Context: an optimization exercise on an open-source flow, tuned for small area, a short achievable clock period and few clock cycles. The choices shown serve that exercise and are no tape-out recipe.
Where RTL was checked, it was by simulation tests only, not by an equivalence proof against the original.
Only the layout flow was run in runs 3 and 4; the RTL was not checked for function there.
No activity file was given, so power comes from the tool's default toggle rates.

File: design.v
`timescale 1ns / 1ps
module cpu8080_ctl(st, ir, cond,
                   rd, wr, ia, fin, asel, dsel,
                   asrc, bsrc, aop, bk, isel, idec,
                   wsel, wdin, wrot,
                   fl_alu, fl_szpa, fl_cy8, fl_ac8, fl_pop, fl_rot, fl_stc,
                   fl_cmc, pairw, xchg, wload, wzinc);
   input  [2:0] st;
   input  [7:0] ir;
   input        cond;
   output reg   rd, wr, ia, fin;
   output reg [6:0] asel;    
   output reg [10:0] dsel;   
   output reg [7:0] asrc;    
   output reg [10:0] bsrc;   
   output reg [2:0] aop;
   output reg [1:0] bk;      
   output reg [4:0] isel;    
   output reg   idec;
   output reg [7:0] wsel;    
   output reg   wdin, wrot;
   output reg   fl_alu, fl_szpa, fl_cy8, fl_ac8, fl_pop, fl_rot, fl_stc,
                fl_cmc;
   output reg   pairw, xchg, wload, wzinc;
   localparam S_EX = 3'd0, S_1 = 3'd1, S_2 = 3'd2, S_3 = 3'd3, S_4 = 3'd4,
              S_HALT = 3'd5, S_IA = 3'd6, S_F0 = 3'd7;
   wire [2:0] dd = ir[5:3];
   wire [2:0] ss = ir[2:0];
   wire [1:0] rp = ir[5:4];
   wire g0 = ir[7:6] == 2'b00;
   wire g1 = ir[7:6] == 2'b01;
   wire g2 = ir[7:6] == 2'b10;
   wire g3 = ir[7:6] == 2'b11;
   wire i_hlt   = ir == 8'h76;
   wire i_movrm = g1 && ss == 3'd6 && dd != 3'd6;
   wire i_movmr = g1 && dd == 3'd6 && ss != 3'd6;
   wire i_movrr = g1 && dd != 3'd6 && ss != 3'd6;
   wire i_alum  = g2 && ss == 3'd6;
   wire i_lxi   = g0 && ir[3:0] == 4'h1;
   wire i_dad   = g0 && ir[3:0] == 4'h9;
   wire i_stax  = g0 && !ir[5] && ir[3:0] == 4'h2;
   wire i_ldax  = g0 && !ir[5] && ir[3:0] == 4'hA;
   wire i_shld  = ir == 8'h22;
   wire i_lhld  = ir == 8'h2A;
   wire i_sta   = ir == 8'h32;
   wire i_lda   = ir == 8'h3A;
   wire i_incx  = g0 && ir[2:0] == 3'd3;
   wire i_incdec= g0 && ir[2:1] == 2'b10;
   wire i_indm  = i_incdec && dd == 3'd6;
   wire i_mvi   = g0 && ss == 3'd6;
   wire i_mvim  = i_mvi && dd == 3'd6;
   wire i_rot   = g0 && ss == 3'd7 && !ir[5];
   wire i_daa   = ir == 8'h27;
   wire i_cma   = ir == 8'h2F;
   wire i_stc   = ir == 8'h37;
   wire i_cmc   = ir == 8'h3F;
   wire i_rcc   = g3 && ss == 3'd0;
   wire i_pop   = g3 && ir[3:0] == 4'h1;
   wire i_ret   = ir == 8'hC9;
   wire i_pchl  = ir == 8'hE9;
   wire i_jcc   = g3 && ss == 3'd2;
   wire i_jmp   = ir == 8'hC3;
   wire i_xthl  = ir == 8'hE3;
   wire i_xchg  = ir == 8'hEB;
   wire i_ccc   = g3 && ss == 3'd4;
   wire i_push  = g3 && ir[3:0] == 4'h5;
   wire i_call  = ir == 8'hCD;
   wire i_alui  = g3 && ss == 3'd6;
   wire i_rst   = g3 && ss == 3'd7;
   wire i_retx  = i_ret || (i_rcc && cond);
   wire i_callx = i_call || (i_ccc && cond);
   wire i_imm2  = i_shld || i_lhld || i_sta || i_lda || i_jmp || i_jcc ||
                  i_call || i_ccc;
   localparam P_PC = 0, P_HL = 1, P_BC = 2, P_DE = 3, P_SP = 4, P_SM2 = 5,
              P_WZ = 6;
   localparam Q_L = 5, Q_H = 4, Q_Z = 6, Q_A = 7, Q_PCL = 9, Q_PCH = 10;
   wire [3:0] q_pl = rp == 2'd3 ? 4'd8 : {1'b0, rp, 1'b1};
   wire [3:0] q_ph = rp == 2'd3 ? 4'd7 : {1'b0, rp, 1'b0};
   always @* begin
      rd = 1'b0; wr = 1'b0; ia = 1'b0; fin = 1'b0;
      asel = 7'd0; dsel = 11'd0;
      case (st)
         S_F0: fin = 1'b1;
         S_IA: ia = 1'b1;
         S_HALT: ;
         S_EX: begin
            if (i_hlt || i_dad || i_daa || i_pchl) ;
            else if (i_movrm || i_alum || i_indm) begin rd = 1'b1; asel[P_HL] = 1'b1; end
            else if (i_movmr) begin wr = 1'b1; asel[P_HL] = 1'b1; dsel[ss] = 1'b1; end
            else if (i_alui || i_mvi || i_lxi || i_imm2) begin rd = 1'b1; asel[P_PC] = 1'b1; end
            else if (i_stax) begin wr = 1'b1; asel[P_DE] = ir[4]; asel[P_BC] = !ir[4]; dsel[Q_A] = 1'b1; end
            else if (i_ldax) begin rd = 1'b1; asel[P_DE] = ir[4]; asel[P_BC] = !ir[4]; end
            else if (i_ret || i_rcc || i_pop || i_xthl) begin rd = 1'b1; asel[P_SP] = 1'b1; end
            else if (i_push) begin wr = 1'b1; asel[P_SM2] = 1'b1; dsel[q_pl] = 1'b1; end
            else if (i_rst) begin wr = 1'b1; asel[P_SM2] = 1'b1; dsel[Q_PCL] = 1'b1; end
            else fin = 1'b1;
         end
         S_1: begin
            if (i_mvim) begin wr = 1'b1; asel[P_HL] = 1'b1; dsel[Q_Z] = 1'b1; end
            else if (i_indm) ;
            else if (i_lxi || i_imm2) begin rd = 1'b1; asel[P_PC] = 1'b1; end
            else if (i_retx || i_pop) begin rd = 1'b1; asel[P_SP] = 1'b1; end
            else if (i_xthl) begin wr = 1'b1; asel[P_SP] = 1'b1; dsel[Q_L] = 1'b1; end
            else if (i_push) begin wr = 1'b1; asel[P_SP] = 1'b1; dsel[q_ph] = 1'b1; end
            else if (i_rst) begin wr = 1'b1; asel[P_SP] = 1'b1; dsel[Q_PCH] = 1'b1; end
            else fin = 1'b1;
         end
         S_2: begin
            if (i_indm) begin wr = 1'b1; asel[P_HL] = 1'b1; dsel[Q_Z] = 1'b1; end
            else if (i_shld) begin wr = 1'b1; asel[P_WZ] = 1'b1; dsel[Q_L] = 1'b1; end
            else if (i_sta) begin wr = 1'b1; asel[P_WZ] = 1'b1; dsel[Q_A] = 1'b1; end
            else if (i_lhld || i_lda) begin rd = 1'b1; asel[P_WZ] = 1'b1; end
            else if (i_callx) begin wr = 1'b1; asel[P_SM2] = 1'b1; dsel[Q_PCL] = 1'b1; end
            else if (i_xthl) begin rd = 1'b1; asel[P_SP] = 1'b1; end
            else fin = 1'b1;
         end
         S_3: begin
            if (i_shld) begin wr = 1'b1; asel[P_WZ] = 1'b1; dsel[Q_H] = 1'b1; end
            else if (i_lhld) begin rd = 1'b1; asel[P_WZ] = 1'b1; end
            else if (i_callx) begin wr = 1'b1; asel[P_SP] = 1'b1; dsel[Q_PCH] = 1'b1; end
            else if (i_xthl) begin wr = 1'b1; asel[P_SP] = 1'b1; dsel[Q_H] = 1'b1; end
            else fin = 1'b1;
         end
         default: fin = 1'b1;  
      endcase
      if (fin) begin rd = 1'b1; asel = 7'd1; end
   end
   always @* begin
      isel = 5'b00001; idec = 1'b0;
      if (i_incx) begin
         isel = 5'b00000; isel[rp == 2'd3 ? 0 : rp + 1] = 1'b1;
         idec = ir[3];
      end else if (i_shld || i_lhld) isel = 5'b10000;
      else if (i_push || i_rst || i_callx) idec = 1'b1;
      else if (i_xthl) idec = st[1];
   end
   reg [2:0] aidx, bidx;
   reg       azero, bconst, bsp;
   always @* begin
      aidx = 3'd7; bidx = ss; aop = dd; azero = 1'b0; bconst = 1'b0;
      bsp = 1'b0; bk = 2'd0;
      if (i_movrr || i_xthl) begin           
         azero = 1'b1; aop = 3'd6;
         if (i_xthl) bidx = 3'd6;
      end else if (i_incdec) begin
         aidx = dd; bconst = 1'b1; aop = ir[0] ? 3'd2 : 3'd0;
      end else if (i_dad) begin
         aidx = st[0] ? 3'd4 : 3'd5; bidx = {rp, ~st[0]};
         bsp = rp == 2'd3; aop = {2'b00, st[0]};
      end else if (i_daa) begin
         bconst = 1'b1; bk = st[0] ? 2'd2 : 2'd1; aop = 3'd0;
      end else if (i_cma) begin
         bconst = 1'b1; bk = 2'd3; aop = 3'd5;
      end
      asrc = azero ? 8'd0 : (8'd1 << aidx);
      bsrc = bconst ? 11'h100 : bsp ? (st[0] ? 11'h400 : 11'h200)
                    : (11'd1 << bidx);
   end
   reg       we;
   reg [2:0] wi;
   always @* begin
      we = 1'b0; wdin = 1'b0; wrot = 1'b0; wi = dd;
      fl_alu = 1'b0; fl_szpa = 1'b0; fl_cy8 = 1'b0; fl_ac8 = 1'b0;
      fl_pop = 1'b0; fl_rot = 1'b0; fl_stc = 1'b0; fl_cmc = 1'b0;
      pairw = 1'b0; xchg = 1'b0; wload = 1'b0; wzinc = 1'b0;
      case (st)
         S_EX: begin
            if (i_movrr) we = 1'b1;
            if (i_movrm || i_mvi) begin we = 1'b1; wdin = 1'b1; end
            if (i_alum || i_indm || i_alui || i_imm2 || i_ret || i_rcc ||
                i_xthl) begin
               we = 1'b1; wdin = 1'b1; wi = 3'd6;
            end
            if (i_ldax) begin we = 1'b1; wdin = 1'b1; wi = 3'd7; end
            if (g2 && !i_alum) begin
               we = dd != 3'd7; wi = 3'd7; fl_alu = 1'b1;
            end
            if (i_incdec && !i_indm) begin we = 1'b1; fl_szpa = 1'b1; end
            if ((i_lxi || i_pop) && rp != 2'd3) begin
               we = 1'b1; wdin = 1'b1; wi = {rp, 1'b1};
            end
            if (i_pop && rp == 2'd3) fl_pop = 1'b1;
            if (i_dad) begin we = 1'b1; wi = 3'd5; fl_cy8 = 1'b1; end
            if (i_daa) begin we = 1'b1; wi = 3'd7; fl_ac8 = 1'b1; end
            if (i_cma) begin we = 1'b1; wi = 3'd7; end
            if (i_rot) begin we = 1'b1; wi = 3'd7; wrot = 1'b1; fl_rot = 1'b1; end
            fl_stc = i_stc;
            fl_cmc = i_cmc;
            pairw = i_incx && rp != 2'd3;
            xchg = i_xchg;
         end
         S_1: begin
            if (i_alum || i_alui) begin
               we = dd != 3'd7; wi = 3'd7; fl_alu = 1'b1;
            end
            if (i_dad) begin we = 1'b1; wi = 3'd4; fl_cy8 = 1'b1; end
            if (i_daa) begin we = 1'b1; wi = 3'd7; fl_cy8 = 1'b1; end
            if (i_indm) begin we = 1'b1; wi = 3'd6; fl_szpa = 1'b1; end
            if ((i_lxi && rp != 2'd3) || i_pop) begin
               we = 1'b1; wdin = 1'b1; wi = rp == 2'd3 ? 3'd7 : {rp, 1'b0};
            end
            if (i_xthl) begin we = 1'b1; wi = 3'd5; end
            wload = i_imm2;
         end
         S_2: begin
            if (i_lhld) begin we = 1'b1; wdin = 1'b1; wi = 3'd5; end
            if (i_lda) begin we = 1'b1; wdin = 1'b1; wi = 3'd7; end
            if (i_xthl) begin we = 1'b1; wdin = 1'b1; wi = 3'd6; end
            wzinc = i_shld || i_lhld;
         end
         S_3: begin
            if (i_lhld) begin we = 1'b1; wdin = 1'b1; wi = 3'd4; end
            if (i_xthl) begin we = 1'b1; wi = 3'd4; end
         end
         default: ;
      endcase
      wsel = we ? (8'd1 << wi) : 8'd0;
   end
endmodule
module cpu8080(addr,      
               data_in,   
               data_out,  
               readmem,   
               writemem,  
               intr,      
               inta,      
               reset,     
               clock);    
   output [15:0] addr;
   input  [7:0]  data_in;
   output [7:0]  data_out;
   output        readmem;
   output        writemem;
   input         intr;
   output        inta;
   input         reset;
   input         clock;
   localparam S_EX   = 3'd0;  
   localparam S_1    = 3'd1;
   localparam S_2    = 3'd2;
   localparam S_3    = 3'd3;
   localparam S_4    = 3'd4;
   localparam S_HALT = 3'd5;  
   localparam S_IA   = 3'd6;  
   localparam S_F0   = 3'd7;  
   reg    [7:0]  A, B, C, D, E, H, L;
   reg    [7:0]  W, Z;            
   reg    [15:0] SP, PC;
   reg    [7:0]  IR;
   reg    [2:0]  st;
   reg           fS, fZ, fAC, fP, fCY;
   reg           ei;
   wire   [2:0]  dd = IR[5:3];
   wire   [1:0]  rp = IR[5:4];
   wire   [15:0] WZ = {W, Z};
   wire g0 = IR[7:6] == 2'b00;
   wire g3 = IR[7:6] == 2'b11;
   wire i_hlt   = IR == 8'h76;
   wire i_lxi   = g0 && IR[3:0] == 4'h1;
   wire i_shld  = IR == 8'h22;
   wire i_lhld  = IR == 8'h2A;
   wire i_sta   = IR == 8'h32;
   wire i_lda   = IR == 8'h3A;
   wire i_incx  = g0 && IR[2:0] == 3'd3;   
   wire i_mvi   = g0 && IR[2:0] == 3'd6;
   wire i_daa   = IR == 8'h27;
   wire i_rcc   = g3 && IR[2:0] == 3'd0;
   wire i_pop   = g3 && IR[3:0] == 4'h1;
   wire i_ret   = IR == 8'hC9;
   wire i_pchl  = IR == 8'hE9;
   wire i_sphl  = IR == 8'hF9;
   wire i_jcc   = g3 && IR[2:0] == 3'd2;
   wire i_jmp   = IR == 8'hC3;
   wire i_xthl  = IR == 8'hE3;
   wire i_di    = IR == 8'hF3;
   wire i_ei    = IR == 8'hFB;
   wire i_ccc   = g3 && IR[2:0] == 3'd4;
   wire i_push  = g3 && IR[3:0] == 4'h5;
   wire i_call  = IR == 8'hCD;
   wire i_alui  = g3 && IR[2:0] == 3'd6;
   wire i_rst   = g3 && IR[2:0] == 3'd7;
   reg fl;
   always @* case (dd[2:1])
      2'd0: fl = fZ;
      2'd1: fl = fCY;
      2'd2: fl = fP;
      default: fl = fS;
   endcase
   wire cond = fl == dd[0];
   wire i_retx  = i_ret || (i_rcc && cond);             
   wire i_callx = i_call || (i_ccc && cond);            
   wire i_imm2  = i_shld || i_lhld || i_sta || i_lda || i_jmp || i_jcc ||
                  i_call || i_ccc;                      
   reg        rd, wr, ia, fin;
   reg  [6:0] asel;
   reg  [10:0] dsel;
   reg  [7:0] asrc;
   reg  [10:0] bsrc;
   reg  [2:0] aop;
   reg        asub, arith, ci_cy, ci_ncy;
   reg  [1:0] bk;
   reg  [4:0] isel;
   reg        idec;
   reg  [7:0] wsel;
   reg        wdin, wrot;
   reg        fl_alu, fl_szpa, fl_cy8, fl_ac8, fl_pop, fl_rot, fl_stc, fl_cmc;
   reg        pairw, xchg, wload, wzinc;
   wire ex     = st == S_EX;
   wire ei_eff = ei & ~(ex & i_di);
   wire take   = intr & ei_eff;
   reg  [2:0] st_n;
   always @* begin
      if (fin) st_n = take ? S_IA : S_EX;
      else case (st)
         S_EX:   st_n = i_hlt ? S_HALT : S_1;
         S_1:    st_n = S_2;
         S_2:    st_n = S_3;
         S_3:    st_n = S_4;
         S_HALT: st_n = (intr && ei) ? S_IA : S_HALT;
         S_IA:   st_n = S_EX;
         default: st_n = S_EX;
      endcase
   end
   wire       go_ia = (fin & take) | (st == S_HALT & intr & ei);
   wire       newi  = fin | (st == S_IA);
   wire [2:0] st_a  = newi ? S_EX : (st == S_EX && i_hlt) ? S_HALT :
                      st == S_HALT ? S_HALT : st + 3'd1;
   wire [7:0] ir_n  = newi ? data_in : IR;
   wire       n_rd, n_wr, n_ia, n_fin;
   wire [6:0] n_asel;
   wire [10:0] n_dsel;
   wire [7:0] n_asrc;
   wire [10:0] n_bsrc;
   wire [2:0] n_aop;
   wire [1:0] n_bk;
   wire [4:0] n_isel;
   wire       n_idec;
   wire [7:0] n_wsel;
   wire       n_wdin, n_wrot;
   wire       n_fl_alu, n_fl_szpa, n_fl_cy8, n_fl_ac8, n_fl_pop, n_fl_rot,
              n_fl_stc, n_fl_cmc;
   wire       n_pairw, n_xchg, n_wload, n_wzinc;
   wire       c_rd, c_wr, c_ia, c_fin;
   wire [6:0] c_asel;
   wire [10:0] c_dsel;
   wire [7:0] c_wsel;
   wire       c_fl_alu, c_fl_szpa, c_fl_cy8, c_fl_ac8, c_fl_pop, c_fl_rot,
              c_fl_stc, c_fl_cmc;
   wire       c_pairw, c_xchg, c_wload, c_wzinc;
   cpu8080_ctl nxt(.st(st_a), .ir(ir_n), .cond(cond),
                   .rd(c_rd), .wr(c_wr), .ia(c_ia), .fin(c_fin),
                   .asel(c_asel), .dsel(c_dsel),
                   .asrc(n_asrc), .bsrc(n_bsrc), .aop(n_aop), .bk(n_bk),
                   .isel(n_isel), .idec(n_idec),
                   .wsel(c_wsel), .wdin(n_wdin), .wrot(n_wrot),
                   .fl_alu(c_fl_alu), .fl_szpa(c_fl_szpa), .fl_cy8(c_fl_cy8),
                   .fl_ac8(c_fl_ac8), .fl_pop(c_fl_pop), .fl_rot(c_fl_rot),
                   .fl_stc(c_fl_stc), .fl_cmc(c_fl_cmc),
                   .pairw(c_pairw), .xchg(c_xchg), .wload(c_wload),
                   .wzinc(c_wzinc));
   assign n_rd = c_rd & ~go_ia;
   assign n_wr = c_wr & ~go_ia;
   assign n_ia = c_ia | go_ia;
   assign n_fin = c_fin & ~go_ia;
   assign n_asel = go_ia ? 7'd0 : c_asel;
   assign n_dsel = go_ia ? 11'd0 : c_dsel;
   assign n_wsel = go_ia ? 8'd0 : c_wsel;
   assign n_fl_alu = c_fl_alu & ~go_ia;
   assign n_fl_szpa = c_fl_szpa & ~go_ia;
   assign n_fl_cy8 = c_fl_cy8 & ~go_ia;
   assign n_fl_ac8 = c_fl_ac8 & ~go_ia;
   assign n_fl_pop = c_fl_pop & ~go_ia;
   assign n_fl_rot = c_fl_rot & ~go_ia;
   assign n_fl_stc = c_fl_stc & ~go_ia;
   assign n_fl_cmc = c_fl_cmc & ~go_ia;
   assign n_pairw = c_pairw & ~go_ia;
   assign n_xchg = c_xchg & ~go_ia;
   assign n_wload = c_wload & ~go_ia;
   assign n_wzinc = c_wzinc & ~go_ia;
   always @(posedge clock) begin
      if (reset) begin
         rd <= 1'b1; wr <= 1'b0; ia <= 1'b0; fin <= 1'b1; asel <= 7'd1;
         dsel <= 11'd0;
         wsel <= 8'd0; fl_alu <= 1'b0; fl_szpa <= 1'b0; fl_cy8 <= 1'b0;
         fl_ac8 <= 1'b0; fl_pop <= 1'b0; fl_rot <= 1'b0; fl_stc <= 1'b0;
         fl_cmc <= 1'b0; pairw <= 1'b0; xchg <= 1'b0; wload <= 1'b0;
         wzinc <= 1'b0;
      end else begin
         rd <= n_rd; wr <= n_wr; ia <= n_ia; fin <= n_fin; asel <= n_asel;
         dsel <= n_dsel;
         wsel <= n_wsel; fl_alu <= n_fl_alu; fl_szpa <= n_fl_szpa;
         fl_cy8 <= n_fl_cy8; fl_ac8 <= n_fl_ac8; fl_pop <= n_fl_pop;
         fl_rot <= n_fl_rot; fl_stc <= n_fl_stc; fl_cmc <= n_fl_cmc;
         pairw <= n_pairw; xchg <= n_xchg; wload <= n_wload;
         wzinc <= n_wzinc;
      end
      asrc <= n_asrc; bsrc <= n_bsrc; aop <= n_aop; bk <= n_bk;
      asub <= n_aop == 3'd2 || n_aop == 3'd3 || n_aop == 3'd7;
      arith <= !n_aop[2] || n_aop == 3'd7;
      ci_cy <= n_aop == 3'd1;
      ci_ncy <= n_aop == 3'd3;
      isel <= n_isel; idec <= n_idec; wdin <= n_wdin; wrot <= n_wrot;
   end
   wire daa1 = (A[3:0] > 4'd9) || fAC;
   wire daa2 = (A[7:4] > 4'd9) || fCY;
   reg  [7:0] kv;
   always @* case (bk)
      2'd0: kv = 8'h01;
      2'd1: kv = daa1 ? 8'h06 : 8'h00;
      2'd2: kv = daa2 ? 8'h60 : 8'h00;
      default: kv = 8'hFF;
   endcase
   wire [7:0] aa = ({8{asrc[0]}} & B) | ({8{asrc[1]}} & C) |
                   ({8{asrc[2]}} & D) | ({8{asrc[3]}} & E) |
                   ({8{asrc[4]}} & H) | ({8{asrc[5]}} & L) |
                   ({8{asrc[6]}} & Z) | ({8{asrc[7]}} & A);
   wire [7:0] rb = ({8{bsrc[0]}} & B) | ({8{bsrc[1]}} & C) |
                   ({8{bsrc[2]}} & D) | ({8{bsrc[3]}} & E) |
                   ({8{bsrc[4]}} & H) | ({8{bsrc[5]}} & L) |
                   ({8{bsrc[6]}} & Z) | ({8{bsrc[7]}} & A);
   wire [7:0] bb = rb | ({8{bsrc[8]}} & kv) | ({8{bsrc[9]}} & SP[7:0]) |
                   ({8{bsrc[10]}} & SP[15:8]);
   function [8:0] carries;
      input [7:0] g;
      input [7:0] p;
      input       cin;
      reg   [7:0] gg, pp;
      integer     lv, i, j;
      begin
         gg = g; pp = p;
         for (lv = 0; lv < 3; lv = lv + 1)
            for (i = 0; i < 8; i = i + 1)
               if (i & (1 << lv)) begin
                  j = (i & ~((2 << lv) - 1)) + (1 << lv) - 1;
                  gg[i] = gg[i] | (pp[i] & gg[j]);
                  pp[i] = pp[i] & pp[j];
               end
         carries[0] = cin;
         for (i = 0; i < 8; i = i + 1)
            carries[i + 1] = gg[i] | (pp[i] & cin);
      end
   endfunction
   wire       acin = (ci_cy & fCY) | (ci_ncy & ~fCY) | (asub & ~ci_ncy);
   wire [7:0] bx   = bb ^ {8{asub}};
   wire [7:0] ap   = aa ^ bx;
   wire [7:0] ag   = aa & bx;
   wire [8:0] cy   = carries(ag, ap, acin);
   wire [7:0] sum  = ap ^ cy[7:0];
   reg  [7:0] lres;
   always @* case (aop[1:0])
      2'd0: lres = aa & bb;
      2'd1: lres = aa ^ bb;
      default: lres = aa | bb;
   endcase
   wire [7:0] ares = arith ? sum : lres;
   wire a_cy = arith & (cy[8] ^ asub);
   wire a_ac = arith & (cy[4] ^ asub);
   wire a_z  = ares == 8'd0;
   wire a_p  = arith ? ~(^ap ^ ^cy[7:0]) : ~^lres;
   wire c8   = cy[8];         
   reg [7:0] rres;
   reg       rcy;
   always @* case (IR[4:3])
      2'd0: begin rres = {A[6:0], A[7]}; rcy = A[7]; end
      2'd1: begin rres = {A[0], A[7:1]}; rcy = A[0]; end
      2'd2: begin rres = {A[6:0], fCY};  rcy = A[7]; end
      default: begin rres = {fCY, A[7:1]}; rcy = A[0]; end
   endcase
   function [15:0] incdec16;
      input [15:0] x;
      input        dec;
      integer      i;
      reg   [15:0] y;
      begin
         y = x ^ {16{dec}};
         for (i = 0; i < 16; i = i + 1)
            incdec16[i] = x[i] ^ ((y & ((16'd1 << i) - 16'd1)) == ((16'd1 << i) - 16'd1));
      end
   endfunction
   wire [15:0] idu_in = ({16{isel[0]}} & SP) | ({16{isel[1]}} & {B, C}) |
                        ({16{isel[2]}} & {D, E}) | ({16{isel[3]}} & {H, L}) |
                        ({16{isel[4]}} & WZ);
   wire [15:0] idu = incdec16(idu_in, idec);
   wire [15:0] pcinc = incdec16(PC, 1'b0);
   wire [15:0] spm2 = SP - 16'd2;
   assign addr = ({16{asel[0]}} & PC) | ({16{asel[1]}} & {H, L}) |
                 ({16{asel[2]}} & {B, C}) | ({16{asel[3]}} & {D, E}) |
                 ({16{asel[4]}} & SP) | ({16{asel[5]}} & spm2) |
                 ({16{asel[6]}} & WZ);
   wire [7:0] flagbyte = { fS, fZ, 1'b0, fAC, 1'b0, fP, 1'b1, fCY };
   assign data_out = ({8{dsel[0]}} & B) | ({8{dsel[1]}} & C) |
                     ({8{dsel[2]}} & D) | ({8{dsel[3]}} & E) |
                     ({8{dsel[4]}} & H) | ({8{dsel[5]}} & L) |
                     ({8{dsel[6]}} & Z) | ({8{dsel[7]}} & A) |
                     ({8{dsel[8]}} & flagbyte) | ({8{dsel[9]}} & PC[7:0]) |
                     ({8{dsel[10]}} & PC[15:8]);
   assign readmem  = rd;
   assign writemem = wr;
   assign inta     = ia;
   wire [7:0] wv = wdin ? data_in : wrot ? rres : ares;
   wire fl_szp = fl_alu | fl_szpa;
   wire fl_cya = fl_alu | fl_cy8;        
   wire fS_o  = fl_pop ? data_in[7] : fS;
   wire fZ_o  = fl_pop ? data_in[6] : fZ;
   wire fP_o  = fl_pop ? data_in[2] : fP;
   wire fAC_o = fl_pop ? data_in[4] : fAC;
   wire fCY_o = fl_pop ? data_in[0] : fl_rot ? rcy : fl_stc ? 1'b1 :
                fl_cmc ? ~fCY : fCY;
   always @(posedge clock) begin
      if (wsel[0]) B <= wv;
      if (wsel[1]) C <= wv;
      if (wsel[2]) D <= wv;
      if (wsel[3]) E <= wv;
      if (wsel[4]) H <= wv;
      if (wsel[5]) L <= wv;
      if (wsel[6]) Z <= wv;
      if (wsel[7]) A <= wv;
      if (pairw) begin
         case (rp)
            2'd0: {B, C} <= idu;
            2'd1: {D, E} <= idu;
            default: {H, L} <= idu;
         endcase
      end
      if (xchg) begin D <= H; E <= L; H <= D; L <= E; end
      if (wload) W <= data_in;
      if (wzinc) {W, Z} <= idu;
      fS  <= fl_szp ? ares[7] : fS_o;
      fZ  <= fl_szp ? a_z : fZ_o;
      fP  <= fl_szp ? a_p : fP_o;
      fAC <= fl_szp ? a_ac : fl_ac8 ? c8 : fAC_o;
      fCY <= fl_cya ? a_cy : fCY_o;
      if (reset) begin
         st <= S_F0;
         PC <= 16'd0;
         ei <= 1'b1;
      end else begin
         st <= st_n;
         if (fin) begin
            if (!take) begin
               IR <= data_in;
               PC <= pcinc;
            end
            ei <= (ex & i_ei) | (ei_eff & ~take);
         end else case (st)
         S_EX: begin
            if (i_alui || i_mvi || i_lxi || i_imm2) PC <= pcinc;
            if (i_lxi && rp == 2'd3) SP[7:0] <= data_in;
            if (i_retx || i_pop || i_push || i_rst) SP <= idu;
            if (i_pchl) PC <= {H, L};
         end
         S_1: begin
            if (i_lxi && rp == 2'd3) SP[15:8] <= data_in;
            if (i_lxi || i_shld || i_lhld || i_sta || i_lda || i_call || i_ccc ||
                (i_jcc && !cond)) PC <= pcinc;
            if (i_jmp || (i_jcc && cond) || i_retx) PC <= {data_in, Z};
            if (i_retx || i_pop || i_xthl || i_push || i_rst) SP <= idu;
            if (i_rst) PC <= {10'd0, dd, 3'd0};
         end
         S_2: begin
            if (i_callx) SP <= idu;
         end
         S_3: begin
            if (i_callx || i_xthl) SP <= idu;
            if (i_callx) PC <= WZ;
         end
         S_HALT: begin
            if (intr && ei) ei <= 1'b0;
         end
         S_IA: begin
            IR <= data_in;
            PC <= pcinc;
         end
         default: ;
         endcase
         if (fin && ex) begin
            if (i_incx && rp == 2'd3) SP <= idu;
            if (i_sphl) SP <= {H, L};
         end
      end
   end
endmodule
File: constraint.sdc
create_clock -name core_clock -period 7.0 [get_ports {clock}]
set_input_delay 1.4000 -clock core_clock [delete_from_list [all_inputs] [get_ports {clock}]]
set_output_delay 1.4000 -clock core_clock [all_outputs]
set_load 0.01 [all_outputs]
File: run.sh
#!/bin/bash
# synth_recipe.tcl (not shown) runs the flow's synth.tcl, then flattens the netlist and writes it again
# the make line also repeats each setting of config.mk as NAME=value (left out here)
make -C /OpenROAD-flow-scripts/flow DESIGN_CONFIG=/design/flow/config.mk WORK_HOME=/design/flow/orfs CLKGATE_MAP_FILE= SYNTH_SCRIPT=/design/flow/synth_recipe.tcl finish
File: config.mk
export PLATFORM = sky130hd
export DESIGN_NAME = cpu8080
export DESIGN_NICKNAME = cpu8080
export VERILOG_FILES = /design/flow/design.v
export SDC_FILE = /design/flow/constraint.sdc
export NUM_CORES = 4
export LEC_CHECK = 0
export CAP_MARGIN = 20
export CORE_MARGIN = 2
export CORE_UTILIZATION = 40
export PLACE_DENSITY = 0.6
export SETUP_SLACK_MARGIN = 3.3
export SLEW_MARGIN = 20
==> results of run 1 <==
-- cells by family after synthesis --
family,Yosys count,share of synthesized area
AOI/OAI and AO/OA,717,0.323
xor gates and xnor gates,69,0.0415
adders and majority gates,51,0.0409
buffers and inverters,248,0.0620
DFF,198,0.285
muxes,44,0.0299
and+or+nand+nor,699,0.218
-- layout make-up --
cell class,count,area share
Timing Repair Buffer,256,0.109
Antenna cell,1,0.000127
Clock buffer,18,0.0218
Clock inverter,14,0.00745
Inverter,68,0.0145
Sequential cell,198,0.229
Multi-Input combinational cell,1580,0.585
Tap cell,518,0.0330
-- repair_timing --
action | 4_1_cts | 5_1_grt
gates cloned | 1 | 0
setup endpoints to repair | 164 | 135
setup buffers | 131 | 37
pin swaps | 68 | 80
resized for setup | 246 | 112
-- stage by stage --
step | worst slack (ps) | total power [W] | area, um^2 | hold WS (ps)
2_1_floorplan | 3160 | 0.00621 | 16000 | 440
3_3_place_gp | 1280 | 0.00792 | 16600 | 456
3_5_place_dp | 1320 | 0.00796 | 16600 | 467
4_1_cts | 2990 | 0.0102 | 19000 | 478
5_1_grt | 2870 | 0.0116 | 19700 | 495
6_report | 2970 | 0.0111 | 19700 | 486
-- worst min-delay path by stage --
stage	startpoint	endpoint	slack, ps	depth (start not counted)
2_1_floorplan	ei	ei	440	2
3_5_place_dp	ei	ei	470	2
5_1_grt	ei	ei	500	2
6_report	ei	ei	490	2
3_3_place_gp	ei	ei	460	2
4_1_cts	ei	ei	480	2
-- power groups by stage --
stage	Sequential (W)	Clock, W	Combinational, W
6_report	0.00231	0.00102	0.00773
5_1_grt	0.00232	0.00106	0.00823
4_1_cts	0.00225	0.00102	0.00689
3_5_place_dp	0.00231	0	0.00566
3_3_place_gp	0.00231	0	0.00561
2_1_floorplan	0.00174	0	0.00448
-- cells in the mapped netlist (19+ instances only) --
| cell type | number | area [um^2] |
|---|---|---|
| sky130_fd_sc_hd__nand3_1 | 57 | 285 |
| sky130_fd_sc_hd__nor3_1 | 47 | 235 |
| sky130_fd_sc_hd__and2_1 | 20 | 125 |
| sky130_fd_sc_hd__clkbuf_1 | 150 | 563 |
| sky130_fd_sc_hd__nand4_1 | 42 | 263 |
| sky130_fd_sc_hd__nor4_1 | 26 | 163 |
| sky130_fd_sc_hd__inv_1 | 65 | 244 |
| sky130_fd_sc_hd__mux2i_1 | 28 | 280 |
| sky130_fd_sc_hd__edfxtp_1 | 53 | 1590 |
| sky130_fd_sc_hd__nor2_1 | 171 | 642 |
| sky130_fd_sc_hd__a21oi_1 | 120 | 601 |
| sky130_fd_sc_hd__ha_1 | 50 | 626 |
| sky130_fd_sc_hd__a221oi_1 | 31 | 272 |
| sky130_fd_sc_hd__a22oi_1 | 142 | 1070 |
| sky130_fd_sc_hd__and3_1 | 24 | 150 |
| sky130_fd_sc_hd__a222oi_1 | 38 | 380 |
| sky130_fd_sc_hd__xor2_1 | 31 | 272 |
| sky130_fd_sc_hd__dfxtp_1 | 145 | 2900 |
| sky130_fd_sc_hd__a211oi_1 | 36 | 270 |
| sky130_fd_sc_hd__o21ai_0 | 125 | 626 |
| sky130_fd_sc_hd__xnor2_1 | 33 | 289 |
| sky130_fd_sc_hd__a22o_1 | 19 | 166 |
| sky130_fd_sc_hd__nand2_1 | 197 | 739 |
| sky130_fd_sc_hd__nand2b_1 | 28 | 175 |
-- flip-flops by register name, indices dropped and copies added (netlist names), 3 cells and up --
register and cells:
dsel 11, st 3, SP 16, W 8
asel 7, PC 16, C 8, A 8
wsel 8, Z 8, asrc 8, B 8
isel 5, D 8, L 8, E 8
H 8, bsrc 11, IR 8
-- routing by layer --
layer  routed length, um  vias up  GRT usage
met5                  11        -          0
met4                6790        2      0.272
met3                8890      342     0.0716
met2               36300     1488      0.612
met1               31500     9072      0.500
li1                    -     7933          -
-- critical path, delay by kind of cell (launching register included) --
family | cells | cell delay [ps]
AOI/OAI and AO/OA | 10 | 2280
adders and majority gates | 2 | 530
DFF | 1 | 480
buffers and inverters | 2 | 350
xor gates and xnor gates | 1 | 140
and+or+nand+nor | 1 | 120
==> results.sh, run 1 <==
export IMPL_sequential_fraction_of_the_synthesis_area=0.285
export IMPL_start_util=0.406
export IMPL_postRouteAntennaNets=0
export IMPL_remaining_drc_errors=0
export IMPL_rr_endpoint="E[6]"
export IMPL_ios=38
export IMPL_wl_um=83400
export IMPL_master_of_the_slowest_instance_on_the_critical_path="sky130_fd_sc_hd__edfxtp_1"
export IMPL_power_density_mw_per_mm2=562
export IMPL_grt_start_max_net_pins=43
export IMPL_part_of_the_cycle_the_worst_path_needs=0.576
export IMPL_worst_ep_required_time_ps=7370
export IMPL_layout_nets=2183
export IMPL_clock_tree_root_cell="sky130_fd_sc_hd__clkbuf_16"
export IMPL_routed_via_count=18837
export IMPL_port_buffers=37
export IMPL_slew_limit_headroom=0.250
export IMPL_dieHeight_um=203
export IMPL_grt_setup_unrepaired="true"
export IMPL_seq_area_mm2=0.00451
export IMPL_htree_num_levels=4
export IMPL_worst_skew_pair_late_latency_ps=490
export IMPL_clock_sinks=198
export IMPL_mappedNetlistNets=2088
export IMPL_synth_avg_cell_area_um2=7.79
export IMPL_antenna_found_initial=1
export IMPL_max_cap_viol_count=0
export IMPL_count_of_flip_flops_with_a_built_in_enable_after_synthesis=53
export IMPL_dr_first_iter_drc_count=3161
export IMPL_rr_worst_depth=16
export IMPL_yosys_register_bits=198
export IMPL_power_switching_fraction=0.495
export IMPL_async_flop_share=0
export IMPL_share_seq_of_total_power=0.209
export IMPL_worst_vdd_ir_v=0.000620
export IMPL_combPwrFrac=0.699
export IMPL_grt_pass1_vias=17428
export IMPL_syn_inst=2026
export IMPL_fill_cells=3734
export IMPL_p_leak_nw=7.43
export IMPL_die_area_mm2=0.0410
export IMPL_hold_path_class="flop to flop"
export IMPL_clock_tree_from_tritoncts="built"
export IMPL_yosys_warnings=2
export IMPL_instance_count_after_placement_with_tap_cells_included=2450
export IMPL_critical_path_startpoint_type="flop"
export IMPL_top_library_cells_by_usage_in_the_layout_fill_and_taps_aside="sky130_fd_sc_hd__nand2_1 (191), sky130_fd_sc_hd__buf_4 (182), sky130_fd_sc_hd__nor2_1 (158)"
export IMPL_endpoint_kind="flop"
export IMPL_synth_cell_type_count=94
export IMPL_reg2reg_setup_slack_ps=2970
export IMPL_overflow=0
export IMPL_layout_cells_non_filler=2653
export IMPL_cts_hold_repair_buffers=0
export IMPL_grt_use_total=0.395
export IMPL_gpl_final_weighted_congestion=1.02
export IMPL_clock_skew_final_ps=14.0
export IMPL_cts_max_path_buffers=2
export IMPL_x_dimension_of_the_die_um=203
export IMPL_layout_commonest_cell="sky130_fd_sc_hd__nand2_1"
export IMPL_fp_rows=72
export IMPL_area_taken_by_multi_input_logic_gates_mm2=0.0115
export IMPL_area_growth_syn_to_layout_pct=24.6
export IMPL_setup_viol=0
export IMPL_avgRoutedWirePerCell_um=31.4
export IMPL_pwr_share_clk=0.092
export IMPL_cell_by_cell_trace_of_the_critical_path="o21a_1 -> o21a_1 -> o21ai_2 -> nand4_1 -> buf_4 -> xor2_1 -> ha_1 -> ha_2 -> a221o_2 -> a21o_4 -> a21o_4 -> o32a_1 -> a22oi_2 -> buf_6 -> a21oi_2 -> a221o_1"
export IMPL_synth_flop_cell="sky130_fd_sc_hd__dfxtp_1"
export IMPL_dp_final_hpwl_um=59600
export IMPL_synthesis_area_mm2=0.0158
export IMPL_final_min_clock_period_ps=4030
export IMPL_power_internal_w=0.00558
export IMPL_cts_clk_pin_slew_worst_paths_ps=90
export IMPL_grt_first_pass_wirelength_um=120000
export IMPL_critical_path_endpoint="E[6]"
export IMPL_crit_reg2reg_launch="A[1]"
export IMPL_timing_critical_path_fanout_max=8
export IMPL_coreArea_mm2=0.0388
export IMPL_critPathKind="flop to flop"
export IMPL_utilization=0.506
export IMPL_via_per_inst=7.10
export IMPL_worst_setup_path_startpoint="A[1]"
export IMPL_cp_arrival_ps=4400
export IMPL_maximum_clock_frequency_mhz=248
export IMPL_pins_over_their_slew_limit=0
export IMPL_total_switching_power_w=0.00548
export IMPL_timing_final_hold_violations=0
export IMPL_final_layout_size_suffix_gt1_frac=0.233
export IMPL_tritoncts_num_buffers=17
export IMPL_run_status="no timing/DRC/antenna violations"
export IMPL_dr_pass1_iters=10
export IMPL_timing_setup_tns_ps=0
export IMPL_critical_path_max_stage_delay_ps=480
export IMPL_slew_at_the_pin_with_the_worst_max_slew_slack_ps=1120
Testbench counts, summed over its fixed seeds: cycles 103,935.
==> run 2, diff against run 1 <==
--- a/config.mk
+++ b/config.mk
@@ -7,3 +7,3 @@
 export LEC_CHECK = 0
-export CAP_MARGIN = 20
+export CAP_MARGIN = 10
 export CORE_MARGIN = 2
@@ -11,3 +11,3 @@
 export PLACE_DENSITY = 0.6
-export SETUP_SLACK_MARGIN = 3.3
-export SLEW_MARGIN = 20
+export SETUP_SLACK_MARGIN = 3.0
+export SLEW_MARGIN = 10
==> run 2 against run 1 <==
Core utilization is 2.5 points lower. Clock power is essentially flat. Critical path depth shrank 10. Count of clock-buffer cells in the layout up 3. Final cell count down 2.5%. Global-route usage decreased by 0.95 points. Final area down 5.0%. Wire length down 2.7%. Total power decreased by 2.8%. Sequential power up 2%. Sequential cell count unchanged. Maximum frequency increased by 1.3%. Critical endpoint is now asel[1].
==> results.sh, run 2 <==
export IMPL_worst_hold_path_num_cells=2
export IMPL_syn_inst=2026
export IMPL_dp_final_hpwl_um=58500
export IMPL_critPathKind="input port to flop"
export IMPL_mappedNetlistNets=2088
export IMPL_slew_at_the_pin_with_the_worst_max_slew_slack_ps=1160
export IMPL_layout_cells_non_filler=2587
export IMPL_grt_setup_unrepaired="true"
export IMPL_crit_reg2reg_launch="bk[0]"
export IMPL_clock_tree_root_cell="sky130_fd_sc_hd__clkbuf_16"
export IMPL_synth_top_area_cell="sky130_fd_sc_hd__dfxtp_1"
export IMPL_cts_clk_pin_slew_worst_paths_ps=80
export IMPL_largestRegisters="PC x16, SP x16"
export IMPL_dr_first_iter_drc_count=3162
export IMPL_layout_commonest_cell="sky130_fd_sc_hd__nand2_1"
export IMPL_async_flop_share=0
export IMPL_ys_top_cells_by_count="sky130_fd_sc_hd__nand2_1 (197), sky130_fd_sc_hd__nor2_1 (171), sky130_fd_sc_hd__clkbuf_1 (150)"
export IMPL_clock_sinks=198
export IMPL_holdPathEnd="ei"
export IMPL_critical_path_startpoint_type="input port"
export IMPL_postRouteAntennaNets=0
export IMPL_start_util=0.406
export IMPL_min_from="ei"
export IMPL_dieHeight_um=203
export IMPL_area_growth_syn_to_layout_pct=18.5
export IMPL_sequential_fraction_of_the_synthesis_area=0.285
export IMPL_htree_num_levels=4
export IMPL_x_dimension_of_the_die_um=203
export IMPL_coreArea_mm2=0.0388
export IMPL_part_of_the_cycle_the_worst_path_needs=0.569
export IMPL_max_cap_viol_count=0
export IMPL_overflow=0
export IMPL_antenna_found_initial=2
export IMPL_maximum_clock_frequency_mhz=251
export IMPL_port_buffers=37
export IMPL_final_layout_size_suffix_gt1_frac=0.176
export IMPL_hold_path_class="flop to flop"
export IMPL_final_min_clock_period_ps=3980
export IMPL_ios=38
export IMPL_layout_nets=2117
export IMPL_cp_arrival_ps=4380
export IMPL_rr_worst_depth=15
export IMPL_grt_first_pass_wirelength_um=117000
export IMPL_via_per_inst=7.12
export IMPL_p_leak_nw=6.96
export IMPL_worst_ep_required_time_ps=7400
export IMPL_tritoncts_num_buffers=17
export IMPL_endpoint_kind="flop"
export IMPL_wl_um=81200
export IMPL_setup_viol=0
export IMPL_avgRoutedWirePerCell_um=31.4
export IMPL_rr_endpoint="Z[7]"
export IMPL_pins_over_their_slew_limit=0
export IMPL_netlist_top_cells_area="sky130_fd_sc_hd__dfxtp_1 (18%), sky130_fd_sc_hd__edfxtp_1 (10%), sky130_fd_sc_hd__a22oi_1 (6.8%), sky130_fd_sc_hd__nand2_1 (4.7%), sky130_fd_sc_hd__nor2_1 (4.1%)"
export IMPL_grt_pass1_vias=17069
export IMPL_instance_count_after_placement_with_tap_cells_included=2451
export IMPL_die_area_mm2=0.0410
export IMPL_power_density_mw_per_mm2=575
export IMPL_routed_via_count=18414
export IMPL_worst_setup_path_startpoint="reset"
export IMPL_grt_use_total=0.386
export IMPL_top_library_cells_by_usage_in_the_layout_fill_and_taps_aside="sky130_fd_sc_hd__nand2_1 (191), sky130_fd_sc_hd__nor2_1 (162), sky130_fd_sc_hd__buf_4 (141)"
export IMPL_timing_setup_tns_ps=0
export IMPL_yosys_warnings=2
export IMPL_cts_max_path_buffers=2
export IMPL_clock_tree_from_tritoncts="built"
export IMPL_synth_most_common_cell="sky130_fd_sc_hd__nand2_1"
export IMPL_run_status="no timing/DRC/antenna violations"
export IMPL_synth_cell_type_count=94
export IMPL_timing_final_hold_violations=0
export IMPL_yosys_register_bits=198
export IMPL_post_synth_top_area_fraction=0.184
export IMPL_slew_limit_headroom=0.223
export IMPL_timing_critical_path_fanout_max=21
export IMPL_synth_avg_cell_area_um2=7.79
export IMPL_fp_rows=72
export IMPL_dr_pass1_iters=13
export IMPL_reg2reg_setup_slack_ps=3060
export IMPL_synth_flop_cell="sky130_fd_sc_hd__dfxtp_1"
export IMPL_gpl_final_weighted_congestion=1.00
export IMPL_grt_start_max_net_pins=43
export IMPL_clock_skew_final_ps=15.6
export IMPL_worst_skew_pair_late_latency_ps=510
export IMPL_remaining_drc_errors=0
export IMPL_synthesis_area_mm2=0.0158
export IMPL_count_of_flip_flops_with_a_built_in_enable_after_synthesis=53
export IMPL_worst_vdd_ir_v=0.000617
-- run 2: routing by layer --
layer,share of wire,up-vias,wire (um),track usage
met5,0,-,0,0
met3,0.12,404,9400,0.0907
met2,0.42,1456,34200,0.583
met4,0.092,0,7500,0.277
li1,-,7786,-,-
met1,0.37,8768,30100,0.482
-- run 2: logic make-up after synthesis --
| group | synth area share |
|---|---|
| adders and majority gates | 0.0409 |
| xor gates and xnor gates | 0.0415 |
| AOI/OAI and AO/OA | 0.323 |
| and+or+nand+nor | 0.218 |
| DFF | 0.285 |
| muxes | 0.0299 |
| buffers and inverters | 0.0620 |
-- run 2: where the power goes --
part	total [W]	internal [W]	switching, W
Sequential	0.00235	0.00153	0.000818
Clock	0.00104	0.000518	0.000524
Combinational	0.00736	0.00337	0.00399
-- run 2: worst max-delay path, stage by stage --
cell and delay, ps:
sky130_fd_sc_hd__clkdlybuf4s50_1 1010, sky130_fd_sc_hd__nor2_1 430, sky130_fd_sc_hd__o21ai_1 390, sky130_fd_sc_hd__nor2_1 590
sky130_fd_sc_hd__nand2_1 280, sky130_fd_sc_hd__a21oi_1 260
-- run 2: area by class of cell --
type	instances	area (um^2)
clock inverters	11	101
inverters	68	263
fillers	3825	20100
repair buffers	189	1550
multi-input cells	1581	11100
clock buffers	21	492
diodes	1	2.50
well taps	518	648
flip-flops and latches	198	4510
-- run 2: worst max-delay path by stage --
stage          depth (start not counted)       end
2_1_floorplan                         12   wsel[3]
3_3_place_gp                          11   dsel[9]
3_5_place_dp                          11   wsel[3]
4_1_cts                               15      D[7]
5_1_grt                                9  addr[12]
6_report                               6   asel[1]
-- run 2: repair_timing --
item / in CTS / in global routing
buffers inserted: 59 / 43
hold buffers: 0 / 0
setup endpoints to repair: 120 / 115
gates resized for setup: 124 / 95
pin swaps: 42 / 49
gates cloned: 0 / 1
-- run 2: stage by stage --
stage               setup slack [ps]  power, W  hold slack (ps)   util  instance area (um^2)
CTS                             2920   0.00966              474  0.462                 18000
global route                    2940    0.0113              506  0.481                 18700
detailed placement              1400   0.00792              462  0.425                 16500
global placement                1460   0.00785              451  0.425                 16500
floorplan                       2900   0.00612              440      -                 15800
finish                          3020    0.0107              477  0.481                 18700
==> run 3, diff against run 2 <==
--- a/design.v
+++ b/design.v
@@ -312,3 +312,3 @@
    always @* begin
-      if (fin) st_n = take ? S_IA : S_EX;
+      if (fin) st_n = S_EX;
       else case (st)
@@ -323,3 +323,3 @@
    end
-   wire       go_ia = (fin & take) | (st == S_HALT & intr & ei);
+   wire       go_ia = st == S_HALT & intr & ei;
    wire       newi  = fin | (st == S_IA);
@@ -496,5 +496,5 @@
                      ({8{dsel[10]}} & PC[15:8]);
-   assign readmem  = rd;
+   assign readmem  = rd & ~(fin & take);
    assign writemem = wr;
-   assign inta     = ia;
+   assign inta     = ia | (fin & take);
    wire [7:0] wv = wdin ? data_in : wrot ? rres : ares;
@@ -539,6 +539,4 @@
          if (fin) begin
-            if (!take) begin
-               IR <= data_in;
-               PC <= pcinc;
-            end
+            IR <= data_in;
+            PC <= pcinc;
             ei <= (ex & i_ei) | (ei_eff & ~take);
--- a/config.mk
+++ b/config.mk
@@ -7,3 +7,3 @@
 export LEC_CHECK = 0
-export CAP_MARGIN = 10
+export CAP_MARGIN = 20
 export CORE_MARGIN = 2
@@ -12,2 +12,2 @@
 export SETUP_SLACK_MARGIN = 3.0
-export SLEW_MARGIN = 10
+export SLEW_MARGIN = 20
==> run 3 against run 2 <==
Combinational power down 12%. Wire length is 13% higher. Global-route usage rose by 4.6 points. Die area increased by 2.6%. Register-to-register slack worse by 150 ps. Critical path type is now flop to primary output. Still clean on timing, DRC and antenna. Clock skew fell by 0.72 ps.
==> results.sh, run 3 <==
export IMPL_timing_final_hold_violations=0
export IMPL_grt_use_total=0.432
export IMPL_clock_tree_root_cell="sky130_fd_sc_hd__clkbuf_16"
export IMPL_dp_final_hpwl_um=66700
export IMPL_cts_max_path_buffers=2
export IMPL_fill_cells=4058
export IMPL_yosys_warnings=2
export IMPL_x_dimension_of_the_die_um=205
export IMPL_via_per_inst=7.27
export IMPL_slew_limit_headroom=0.231
export IMPL_top_library_cells_by_usage_in_the_layout_fill_and_taps_aside="sky130_fd_sc_hd__nand2_1 (192), sky130_fd_sc_hd__nor2_1 (166), sky130_fd_sc_hd__buf_4 (155)"
export IMPL_dieHeight_um=205
export IMPL_master_of_the_slowest_instance_on_the_critical_path="sky130_fd_sc_hd__or4_4"
export IMPL_timing_critical_path_fanout_max=2
export IMPL_area_growth_syn_to_layout_pct=18.1
export IMPL_post_synth_top_area_fraction=0.179
export IMPL_slew_at_the_pin_with_the_worst_max_slew_slack_ps=1150
export IMPL_endpoint_kind="primary output"
export IMPL_worst_skew_pair_late_latency_ps=510
export IMPL_fp_rows=73
export IMPL_timing_setup_tns_ps=0
export IMPL_wl_um=91500
export IMPL_sequential_fraction_of_the_synthesis_area=0.278
export IMPL_start_util=0.406
export IMPL_routed_via_count=19429
export IMPL_synth_avg_cell_area_um2=7.78
export IMPL_gpl_final_weighted_congestion=1.03
export IMPL_htree_num_levels=4
export IMPL_synth_top_area_cell="sky130_fd_sc_hd__dfxtp_1"
export IMPL_mappedNetlistNets=2142
export IMPL_met1Wirelength_um=33600
export IMPL_yosys_register_bits=198
export IMPL_avgRoutedWirePerCell_um=34.2
export IMPL_async_flop_share=0
export IMPL_p_leak_nw=7.14
export IMPL_run_status="no timing/DRC/antenna violations"
export IMPL_final_min_clock_period_ps=4160
export IMPL_cts_hold_repair_buffers=0
export IMPL_syn_inst=2080
export IMPL_die_area_mm2=0.0421
export IMPL_dp_slack_ps=1510
export IMPL_final_cell_area_mm2=0.0191
export IMPL_final_layout_size_suffix_gt1_frac=0.181
export IMPL_path_buf_inv=2
export IMPL_max_cap_viol_count=0
export IMPL_cell_by_cell_trace_of_the_critical_path="or4_4 -> nor3_4 -> nand2_2 -> buf_6 -> nor4_4 -> xor2_1 -> nand2_1 -> nand4_1 -> buf_2"
export IMPL_port_buffers=37
export IMPL_tritoncts_num_buffers=17
export IMPL_dr_pass1_iters=10
export IMPL_critPathKind="flop to primary output"
export IMPL_remaining_drc_errors=0
export IMPL_hold_path_class="flop to flop"
export IMPL_coreArea_mm2=0.0398
export IMPL_cp_top_family="simple AND/OR/NAND/NOR gates"
export IMPL_worst_ep_required_time_ps=5600
export IMPL_synth_flop_cell="sky130_fd_sc_hd__dfxtp_1"
export IMPL_cp_arrival_ps=2760
export IMPL_met2_wirelength_um=37800
export IMPL_part_of_the_cycle_the_worst_path_needs=0.594
export IMPL_power_density_mw_per_mm2=514
export IMPL_synth_most_common_cell="sky130_fd_sc_hd__nand2_1"
export IMPL_antenna_found_initial=1
export IMPL_layout_commonest_cell="sky130_fd_sc_hd__nand2_1"
export IMPL_worst_vdd_ir_v=0.000801
export IMPL_ys_top_cells_by_count="sky130_fd_sc_hd__nand2_1 (198), sky130_fd_sc_hd__nor2_1 (176), sky130_fd_sc_hd__dfxtp_1 (145)"
export IMPL_synthesis_area_mm2=0.0162
export IMPL_layout_nets=2197
export IMPL_critical_path_startpoint_type="flop"
export IMPL_grt_setup_unrepaired="true"
export IMPL_wl_met3_um=11600
export IMPL_grt_pass1_vias=18079
export IMPL_synth_cell_type_count=105
export IMPL_clock_sinks=198
export IMPL_maxUsedRoutingLayer="met5"
export IMPL_postRouteAntennaNets=0
export IMPL_pins_over_their_slew_limit=0
export IMPL_maximum_clock_frequency_mhz=240
export IMPL_dr_first_iter_drc_count=3399
export IMPL_critical_path_max_stage_delay_ps=580
export IMPL_grt_start_max_net_pins=44
export IMPL_largestRegisters="PC x16, SP x16"
export IMPL_placedInstanceArea_mm2=0.0169
export IMPL_ios=38
export IMPL_cts_clk_pin_slew_worst_paths_ps=80
export IMPL_clock_tree_from_tritoncts="built"
export IMPL_netlist_top_cells_area="sky130_fd_sc_hd__dfxtp_1 (18%), sky130_fd_sc_hd__edfxtp_1 (9.8%), sky130_fd_sc_hd__a22oi_1 (6.3%), sky130_fd_sc_hd__nand2_1 (4.6%), sky130_fd_sc_hd__a21oi_1 (4.3%)"
export IMPL_grt_first_pass_wirelength_um=130000
export IMPL_setup_viol=0
export IMPL_clock_skew_final_ps=14.9
export IMPL_setup_slack_ps=2840
export IMPL_overflow=0
export IMPL_count_of_flip_flops_with_a_built_in_enable_after_synthesis=53
run 3: kinds of logic (layout without fill, tap and decap cells):
family | Yosys count | count (layout) | share of synthesized area
flip-flops | 198 | 198 | 0.278
other | 0 | 1 | 0
adder cells (fa/ha/maj) | 51 | 51 | 0.0399
AO/OA/AOI/OAI | 759 | 759 | 0.334
AND/OR/NAND/NOR | 707 | 707 | 0.215
XOR/XNOR | 68 | 68 | 0.0390
multiplexers | 47 | 47 | 0.0306
buffers and inverters | 250 | 318 | 0.0637
run 3: final cells by class:
| cell class | instances | area (um^2) | share of cell area |
|---|---|---|---|
| Antenna cell | 1 | 2.50 | 0.000131 |
| Clock buffer | 18 | 429 | 0.0225 |
| Clock inverter | 14 | 183 | 0.00956 |
| Inverter | 76 | 313 | 0.0164 |
| Multi-Input combinational cell | 1632 | 11300 | 0.592 |
| Sequential cell | 198 | 4500 | 0.235 |
| Tap cell | 525 | 657 | 0.0344 |
| Timing Repair Buffer | 210 | 1710 | 0.0893 |
run 3: final timing paths:
check / from / to / slack [ps] / depth (start not counted)
worst min-delay path: fl_cmc / fCY / 540 / 2
worst max register to register: A[2] / E[7] / 2910 / 17
worst min register to register: fl_cmc / fCY / 540 / 2
worst max-delay path: SP[6] / addr[15] / 2840 / 9
run 3: worst register-to-register path, cell delays in order, from the launching register on:
cell and delay [ps]:
sky130_fd_sc_hd__edfxtp_1 450, sky130_fd_sc_hd__o21a_1 210, sky130_fd_sc_hd__o21a_1 170, sky130_fd_sc_hd__o21ai_2 170, sky130_fd_sc_hd__nand4_1 270, sky130_fd_sc_hd__xor2_1 230, sky130_fd_sc_hd__ha_1 340, sky130_fd_sc_hd__buf_6 140
sky130_fd_sc_hd__a21oi_4 200, sky130_fd_sc_hd__inv_2 50, sky130_fd_sc_hd__o2111a_2 300, sky130_fd_sc_hd__o31a_1 280, sky130_fd_sc_hd__o31ai_4 270, sky130_fd_sc_hd__a211oi_2 130, sky130_fd_sc_hd__a21oi_2 350, sky130_fd_sc_hd__buf_4 220
sky130_fd_sc_hd__mux2i_1 70, sky130_fd_sc_hd__a21oi_1 160
run 3: layer usage:
metal,global-route usage,up-vias
li1,-,8097
met1,0.532,9216
met2,0.639,1648
met3,0.125,466
met4,0.320,2
met5,0,-
run 3: repair_timing:
action,in CTS,in global routing
setup endpoints to repair,128,113
pin swaps,38,42
gates resized for setup,137,82
hold endpoints to repair,0,0
setup buffers,77,45
run 3: where the power goes:
| part | internal (W) | switching [W] | total (W) | leakage [nW] |
|---|---|---|---|---|
| registers | 0.00150 | 0.000753 | 0.00225 | 1.69 |
| clock network | 0.000544 | 0.000537 | 0.00108 | 0.299 |
| logic | 0.00281 | 0.00367 | 0.00648 | 5.16 |
run 3: stage by stage:
stage | total power [W] | util | hold slack [ps] | std cells
2_1_floorplan | 0.00565 | - | 474 | 2080
3_3_place_gp | 0.00738 | 0.425 | 495 | 2519
3_5_place_dp | 0.00741 | 0.425 | 519 | 2519
4_1_cts | 0.00904 | 0.465 | 537 | 2628
5_1_grt | 0.0102 | 0.480 | 560 | 2673
6_report | 0.00982 | 0.480 | 535 | 2674
==> run 4, diff against run 3 <==
--- a/design.v
+++ b/design.v
@@ -86,3 +86,3 @@
          S_EX: begin
-            if (i_hlt || i_dad || i_daa || i_pchl) ;
+            if (i_hlt || i_dad || i_daa) ;
             else if (i_movrm || i_alum || i_indm) begin rd = 1'b1; asel[P_HL] = 1'b1; end
@@ -125,3 +125,6 @@
       endcase
-      if (fin) begin rd = 1'b1; asel = 7'd1; end
+      if (fin) begin
+         rd = 1'b1;
+         asel = (st == S_EX && i_pchl) ? 7'd2 : 7'd1;    
+      end
    end
@@ -133,2 +136,3 @@
       end else if (i_shld || i_lhld) isel = 5'b10000;
+      else if (i_pchl) isel = 5'b01000;
       else if (i_push || i_rst || i_callx) idec = 1'b1;
@@ -540,3 +544,3 @@
             IR <= data_in;
-            PC <= pcinc;
+            PC <= (ex & i_pchl) ? idu : pcinc;
             ei <= (ex & i_ei) | (ei_eff & ~take);
@@ -547,3 +551,2 @@
             if (i_retx || i_pop || i_push || i_rst) SP <= idu;
-            if (i_pchl) PC <= {H, L};
          end
==> run 4 against run 3 <==
Sequential cell count unchanged. Non-clock buffer count decreased by 36. Critical endpoint is now L[6]. Highest routed layer is now met4. Count of clock-buffer cells in the layout grew 1. Synthesized area increased by 3.6%. Register-to-register slack worse by 40 ps. Combinational power hardly changed. Clock skew rose by 3.0 ps. Clock power hardly changed.
==> results.sh, run 4 <==
export IMPL_worst_skew_pair_late_latency_ps=500
export IMPL_clock_tree_from_tritoncts="built"
export IMPL_met1Wirelength_um=34100
export IMPL_synth_top_area_cell="sky130_fd_sc_hd__dfxtp_1"
export IMPL_dominant_combinational_cell_family_by_area_after_synthesis="compound AO/OA/AOI/OAI gates"
export IMPL_x_dimension_of_the_die_um=209
export IMPL_critical_path_startpoint_type="flop"
export IMPL_finalPower_w=0.00992
export IMPL_final_min_clock_period_ps=4130
export IMPL_mappedNetlistNets=2193
export IMPL_ios=38
export IMPL_sequential_fraction_of_the_synthesis_area=0.268
export IMPL_clock_skew_final_ps=17.8
export IMPL_cts_clk_pin_slew_worst_paths_ps=80
export IMPL_fp_rows=75
export IMPL_tritoncts_num_buffers=17
export IMPL_post_synth_top_area_fraction=0.173
export IMPL_gpl_final_weighted_congestion=1.05
export IMPL_endpoint_kind="flop"
export IMPL_dieHeight_um=209
export IMPL_synth_compound_area_share=0.327
export IMPL_overflow=0
export IMPL_cts_max_path_buffers=2
export IMPL_top_library_cells_by_usage_in_the_layout_fill_and_taps_aside="sky130_fd_sc_hd__nand2_1 (197), sky130_fd_sc_hd__nor2_1 (154), sky130_fd_sc_hd__dfxtp_1 (138)"
export IMPL_synth_flop_cell="sky130_fd_sc_hd__dfxtp_1"
export IMPL_postRouteAntennaNets=0
export IMPL_count_of_flip_flops_with_a_built_in_enable_after_synthesis=53
export IMPL_coreArea_mm2=0.0417
export IMPL_pins_over_their_slew_limit=0
export IMPL_start_util=0.402
export IMPL_proportion_of_synthesized_area_in_mux_cells=0.0360
export IMPL_die_area_mm2=0.0436
export IMPL_slew_at_the_pin_with_the_worst_max_slew_slack_ps=1240
export IMPL_clock_tree_root_cell="sky130_fd_sc_hd__clkbuf_16"
export IMPL_cp_arrival_ps=4530
export IMPL_timing_final_hold_violations=0
export IMPL_grt_start_max_net_pins=59
export IMPL_routed_via_count=19352
export IMPL_dp_final_hpwl_um=66500
export IMPL_yosys_register_bits=198
export IMPL_area_growth_syn_to_layout_pct=15.9
export IMPL_hold_path_class="flop to flop"
export IMPL_critPathKind="flop to flop"
export IMPL_syn_inst=2130
export IMPL_grt_pass1_vias=17827
export IMPL_ys_top_cells_by_count="sky130_fd_sc_hd__nand2_1 (206), sky130_fd_sc_hd__nor2_1 (160), sky130_fd_sc_hd__clkbuf_1 (145), sky130_fd_sc_hd__dfxtp_1 (145), sky130_fd_sc_hd__a22oi_1 (129)"
export IMPL_antenna_found_initial=2
export IMPL_dr_first_iter_drc_count=3283
export IMPL_maximum_clock_frequency_mhz=242
export IMPL_netlist_top_cells_area="sky130_fd_sc_hd__dfxtp_1 (17%), sky130_fd_sc_hd__edfxtp_1 (9.5%), sky130_fd_sc_hd__a22oi_1 (5.8%), sky130_fd_sc_hd__nand2_1 (4.6%), sky130_fd_sc_hd__ha_1 (3.8%)"
export IMPL_layout_nets=2197
export IMPL_synth_fa_ha_area_frac=0.0393
export IMPL_run_status="no timing/DRC/antenna violations"
export IMPL_timing_setup_tns_ps=0
export IMPL_max_cap_viol_count=0
export IMPL_maxUsedRoutingLayer="met4"
export IMPL_worst_ep_required_time_ps=7400
export IMPL_worst_vdd_ir_v=0.000648
export IMPL_yosys_warnings=2
export IMPL_largestRegisters="PC x16, SP x16"
export IMPL_port_buffers=37
export IMPL_clock_sinks=198
export IMPL_synth_avg_cell_area_um2=7.87
export IMPL_power_density_mw_per_mm2=511
export IMPL_remaining_drc_errors=0
export IMPL_grt_use_total=0.412
export IMPL_via_per_inst=7.20
export IMPL_wl_um=92000
export IMPL_synth_xor_area_frac=0.0427
export IMPL_grt_setup_unrepaired="true"
export IMPL_slew_limit_headroom=0.164
export IMPL_post_synth_simple_gate_area=0.221
export IMPL_synth_most_common_cell="sky130_fd_sc_hd__nand2_1"
export IMPL_final_layout_size_suffix_gt1_frac=0.179
export IMPL_part_of_the_cycle_the_worst_path_needs=0.590
export IMPL_synth_cell_type_count=117
export IMPL_grt_first_pass_wirelength_um=130000
export IMPL_synthesis_area_mm2=0.0168
export IMPL_cts_hold_repair_buffers=0
export IMPL_p_leak_nw=7.17
export IMPL_timing_critical_path_fanout_max=8
export IMPL_setup_viol=0
export IMPL_met2_wirelength_um=39100
export IMPL_dr_pass1_iters=9
export IMPL_htree_num_levels=4
export IMPL_async_flop_share=0
export IMPL_wl_met3_um=10800
export IMPL_fill_cells=4143
export IMPL_layout_commonest_cell="sky130_fd_sc_hd__nand2_1"
export IMPL_avgRoutedWirePerCell_um=34.2
[run 4: changes by cell type after synthesis, moves of 8 or more]
cell                       before  now
sky130_fd_sc_hd__clkbuf_1     126  145
sky130_fd_sc_hd__o22ai_1       25   16
sky130_fd_sc_hd__mux2_2        10   22
sky130_fd_sc_hd__nor2_1       176  160
sky130_fd_sc_hd__nand2_1      198  206
sky130_fd_sc_hd__a21oi_1      139  120
sky130_fd_sc_hd__a222oi_1      42   30
sky130_fd_sc_hd__buf_1         15    5
sky130_fd_sc_hd__nor2b_1       12   21
sky130_fd_sc_hd__and3_1        20   28
sky130_fd_sc_hd__a221oi_1      36   26
sky130_fd_sc_hd__a221o_1       12   21
[run 4: final cells by class]
cell class,instances,area (um^2),area share
clock buffer,19,454,0.0234
sequential,198,4500,0.232
timing repair buffer,174,1420,0.0729
antenna,2,5.00,0.000258
tap,539,674,0.0347
multi-input combinational,1667,11900,0.613
clock inverter,13,158,0.00811
inverter,76,302,0.0155
[run 4: power breakdown]
group	internal [W]	total [W]	switching (W)
clock	0.000530	0.00107	0.000544
sequential	0.00152	0.00240	0.000887
combinational	0.00277	0.00645	0.00368
total	0.00482	0.00992	0.00511
[run 4: critical path, cell delays in order (launching register included)]
cell and delay [ps]:
sky130_fd_sc_hd__edfxtp_1 480, sky130_fd_sc_hd__o21a_1 210, sky130_fd_sc_hd__o21a_1 170, sky130_fd_sc_hd__o21ai_2 180, sky130_fd_sc_hd__nand4_1 130, sky130_fd_sc_hd__buf_6 170, sky130_fd_sc_hd__xor2_2 140, sky130_fd_sc_hd__ha_1 380
sky130_fd_sc_hd__ha_2 220, sky130_fd_sc_hd__a221o_1 390, sky130_fd_sc_hd__or2_4 280, sky130_fd_sc_hd__a211o_1 280, sky130_fd_sc_hd__a211oi_2 270, sky130_fd_sc_hd__o31a_4 280, sky130_fd_sc_hd__a211oi_1 110, sky130_fd_sc_hd__a221o_1 290
[run 4: timing repair]
action | in CTS | in global routing
hold endpoints to repair | 0 | 0
setup endpoints to repair | 123 | 103
pin swaps | 34 | 48
setup buffers | 56 | 39
gates resized for setup | 137 | 91
[run 4: kinds of logic after synthesis]
family / count (synthesis)
mux: 55
buf+inv: 265
compound gates: 749
flops: 198
xor+xnor: 75
fa+ha+maj: 52
simple gates: 736
[run 4: worst paths after layout]
| check | start | to | slack [ps] | depth (start not counted) |
|---|---|---|---|---|
| setup / recovery | A[1] | L[6] | 2870 | 15 |
| hold / removal | fl_cmc | fCY | 550 | 2 |
| setup reg to reg | A[1] | L[6] | 2870 | 15 |
| hold reg to reg | fl_cmc | fCY | 550 | 2 |
[run 4: per-layer routing]
metal  vias up  GRT usage
met5         -          0
met4         0      0.302
met3       401      0.105
met2      1555      0.614
met1      9263      0.514
li1       8133          -
[run 4: per-stage QoR]
step / utilization / cells / setup WS (ps) / instance area [um^2] / hold WS (ps)
final: 0.466 / 2688 / 2870 / 19400 / 551
after CTS: 0.450 / 2647 / 2960 / 18700 / 552
after global placement: 0.416 / 2559 / 1400 / 17300 / 518
after global routing: 0.466 / 2687 / 2700 / 19400 / 592
after floorplan: - / 2130 / 3020 / 16800 / 466
after detailed placement: 0.416 / 2559 / 1270 / 17300 / 524

-- port drivers added, routing unchanged --
How much do the figures lean on ideal ports? The routed layouts below were timed once more, with nothing changed but the port constraints.
Step 1 (the two cells are an assumption about what drives the block):
set clk [get_ports {clock}]
set_driving_cell -lib_cell sky130_fd_sc_hd__clkbuf_16 $clk
set_driving_cell -lib_cell sky130_fd_sc_hd__buf_2 [delete_from_list [all_inputs] $clk]
Step 2 moves the port delays by t, midway between the first and last clock arrival at a register: inputs arrive t later, outputs are due t later. That takes back most of the time a late clock gives input paths.
Slacks: ideal ports / drivers / drivers and shift; pairs: ideal ports / drivers.
run	shift t [ns]	setup slack, ns	worst setup path at the end	clock arrival spread, ns	slew at the worst register clock pin (ns)
run 1	0.535	2.970 / 2.969 / 2.806	input to register	0.014 / 0.014	0.09 / 0.09
run 2	0.557	3.020 / 2.965 / 2.494	input to register	0.016 / 0.015	0.09 / 0.09
run 3	0.565	2.840 / 2.780 / 2.482	input to register	0.015 / 0.015	0.09 / 0.09
run 4	0.553	2.868 / 2.868 / 2.480	input to register	0.018 / 0.018	0.09 / 0.09
After both steps every run listed still meets setup and hold. For run 2, which loses most, drivers alone change the setup slack by -0.055 ns; drivers and shift together by -0.526 ns.
